This design comes from an exercise in tuning for small area and a short achievable clock period on the open sky130 flow, not from production work.
In this exercise RTL edits were held to simulation tests only and were not proved equivalent to the original.

==> flow/design.v <==
module fft_3_8 #(
 parameter DBW = 8,
 parameter CBW = 3) (
 input                  clk,
 input                  rstx,
 input                  clear,
 input      [  DBW-1:0] din,
 output reg [2*DBW-1:0] dout );
reg [2:0] cnt;
always @(posedge clk or negedge rstx)
  if (!rstx)      cnt <= 3'd0;
  else if (clear) cnt <= 3'd0;
  else            cnt <= cnt + 3'd1;
wire [2:0] cntn = clear ? 3'd0 : cnt + 3'd1;
wire [7:0] ph  = 8'd1 << cnt;
wire [7:0] phn = 8'd1 << cntn;                       
reg [7:0] din_r, sr1, sr2, sr3, sr4, opb;
wire st1 = ph[5] | ph[6] | ph[7] | ph[0];
wire [9:0] sum = {{2{sr4[7]}}, sr4} + {{2{opb[7]}}, opb} + 10'd1;
wire [8:0] nd  = {opb[7], opb} - {sr4[7], sr4};
wire [7:0] s   = sum[8:1];
wire       sat = (sr4 == 8'h7f) && (opb == 8'h80);    
wire [7:0] q   = sat ? 8'h81 : nd[8:1];
always @(posedge clk) begin
  din_r <= din;
  sr1   <= st1 ? s : din_r;
  sr2   <= sr1;
  sr3   <= ph[1] ? s : sr2;              
  sr4   <= sr3;
  opb   <= (ph[0] | ph[1]) ? sr1 : ph[2] ? s : din;
end
reg [7:0] d0, d1, d2, d3;       
reg [7:0] c1, c5, x0, x4;       
always @(posedge clk) begin
  if (ph[5]) d0 <= q;
  if (ph[6]) d1 <= q;
  if (ph[7]) d2 <= q;
  if (ph[0]) d3 <= q;
  if (ph[1]) c1 <= q;
  if (ph[2]) c5 <= q;
  if (ph[3]) begin x0 <= s; x4 <= q; end
end
reg tneg;
always @(posedge clk) tneg <= phn[4];
wire [8:0] tq3 = {{2{d1[7]}}, d1[7:1]} ^ {9{tneg}};
wire [8:0] tq7 = {{2{d3[7]}}, d3[7:1]};
wire [1:0] tk  = {1'b0, tneg} + {1'b0, d3[0]};
wire [8:0] tsum = tq3 + tq7 + {7'd0, tk};
reg  [8:0] t;
always @(posedge clk) t <= tsum;
wire [13:0] tx = {{5{t[8]}}, t};
wire [13:0] q1 = tx << 5, q2 = tx << 3, q3 = tx << 2;
wire [13:0] ps1 = q1 ^ q2 ^ q3;
wire [13:0] pc1 = {(q1[12:0] & q2[12:0]) | (q1[12:0] & q3[12:0]) | (q2[12:0] & q3[12:0]), 1'b0};
wire [13:0] ps2 = ps1 ^ pc1 ^ tx;
wire [13:0] pc2 = {(ps1[12:0] & pc1[12:0]) | (ps1[12:0] & tx[12:0]) | (pc1[12:0] & tx[12:0]), 1'b0};
wire [13:0] p45 = ps2 + pc2;
wire        e   = d3[0];
wire        pz  = t[5:0] == 6'd0;         
wire        pc  = e && (p45[5:0] < 6'd45);
wire        pcy = pc | (e ? (p45[5:0] == 6'd45) : pz);
reg [7:0] h1, h2;
reg [6:0] wq1, wq5;
reg       wp5, z1, z2, c1f, c2f, y1, y2;
always @(posedge clk) begin
  if (ph[5]) begin h1 <= p45[13:6]; z1 <= pz; c1f <= pc; y1 <= pcy;    
                   wq1 <= d0[7:1]; wq5 <= d2[7:1]; wp5 <= d2[0]; end
  if (ph[6]) begin h2 <= p45[13:6]; z2 <= pz; c2f <= pc; y2 <= pcy; end  
end
reg rx0, rx4, rc1, rcx, rinv, r3, r4, r5;                    
reg ic5, ic6, im, in, iinv;                                  
always @(posedge clk) begin
    rx0  <= phn[6];                                    
    rx4  <= phn[7];                                    
    rc1  <= phn[0] | phn[1];                           
    rcx  <= phn[2] | phn[3] | phn[4] | phn[5];         
    rinv <= phn[3] | phn[4];
    r3   <= phn[3];
    r4   <= phn[4];
    r5   <= phn[5];
    ic5  <= phn[0];                                    
    ic6  <= phn[1];                                    
    im   <= phn[2] | phn[3];
    in   <= phn[4] | phn[5];
    iinv <= phn[3] | phn[5];
  end
wire [8:0] are = ({9{rx0}} & {x0, 1'b0})
               | ({9{rx4}} & {~x4, 1'b1})
               | ({9{rc1}} & ~{c1[7], c1})
               | ({9{rcx}} & ~{{2{wq1[6]}}, wq1});
wire [7:0] bre = ({8{rcx}} & h1) ^ {8{rinv}};
wire [8:0] bre9 = {bre[7], bre};
wire [1:0] kre = rx0 ? 2'd0
               : rx4 ? 2'd1
               : r5  ? {~c1f, c1f}
               :       {1'b1, (r3 & z1) | (r4 & y1)};
wire [8:0] vre = are + bre9 + {7'd0, kre};
wire [8:0] aim = ({9{ic5}} & {c5[7], c5})
               | ({9{ic6}} & ~{c5[7], c5})
               | ({9{im}} & {{2{wq5[6]}}, wq5})
               | ({9{in}} & ~{{2{wq5[6]}}, wq5});
wire [7:0] bim = ({8{im | in}} & h2) ^ {8{iinv}};
wire [8:0] bim9 = {bim[7], bim};
wire [1:0] kim = ic5 ? 2'd1
               : ic6 ? 2'd2
               : im  ? 2'd1 + {1'b0, wp5} + {1'b0, r3 & z2}
               : r4  ? {~c2f, c2f}
               : r5  ? {1'b1, y2}
               :       2'd0;
wire [8:0] vim = aim + bim9 + {7'd0, kim};
always @(posedge clk) dout <= {vim[8:1], vre[8:1]};
endmodule
clock: 9.5 ns
lec_check: 0
cap_margin: 20
core_margin: 2
core_utilization: 40
cts_buf_list: sky130_fd_sc_hd__clkbuf_8
cts_cluster_diameter: 100
cts_cluster_size: 30
setup_slack_margin: 5
slew_margin: 20
standard.sh (not shown) runs the stock make flow with config.mk's settings and CLKGATE_MAP_FILE= SYNTH_SCRIPT=/design/flow/synth_recipe.tcl, a recipe that flattens the netlist after the stock synthesis.
==> flow/flow/run.sh <==
#!/bin/bash
set -euo pipefail
MARGIN=${MARGIN:-6.4}
sed -e "s/SETUP_SLACK_MARGIN=[0-9.]*/SETUP_SLACK_MARGIN=$MARGIN/" \
    -e "s/ SLEW_MARGIN=/ BUFFER_PORTS_ARGS='-buffer_cell sky130_fd_sc_hd__buf_2' SLEW_MARGIN=/" \
    standard.sh > margin_flow.sh
bash margin_flow.sh > margin_flow.log 2>&1
Then changed:
--- a/flow/flow/run.sh
+++ b/flow/flow/run.sh
@@ -2,3 +2,3 @@
 set -euo pipefail
-MARGIN=${MARGIN:-6.4}
+MARGIN=${MARGIN:-6.75}
 sed -e "s/SETUP_SLACK_MARGIN=[0-9.]*/SETUP_SLACK_MARGIN=$MARGIN/" \
The new run finished with timing, DRC and antenna clean.
Fmax is higher by a few percent.
Critical path depth increases by 2.
Sequential share of layout area fell by 0.91 points.
Die area stays the same.
Routed wire length came out higher by a few percent.
Worst setup slack is better by 88 ps.
Non-clock buffer count rises by 13.
Final area climbs by a few percent.
Global-route usage increases by 0.27 points.
Synthesized area stays the same.

## static timing again, ports no longer ideal
In the flow no input, the clock included, has a driving cell. The finished layouts below were timed again as built, in two steps.
Step 1 assumes that a clkbuf_16 drives the clock port and a buf_2 every other input.
Step 2 times the ports against the registers' clock, not the clock port: input delays grow and output delays shrink by t, the midpoint of the rising clock arrivals with the driver on.
a / b / c = no drivers / after step 1 / after step 2; a / b = the first two.
| run | t (ns) | slack for setup (ns) | worst slew at a driven data input, ns | pins driven straight from the clock port |
|---|---|---|---|---|
| the first run | 0.498 | 6.579 / 6.579 / 6.579 | 0.06 | 1 |
| the second run | 0.495 | 6.667 / 6.657 / 6.583 | 0.06 | 1 |
After both steps every run listed still meets setup and hold. The setup slack of the second run, which loses most, moves by -0.010 ns with the drivers and by -0.084 ns with both steps.
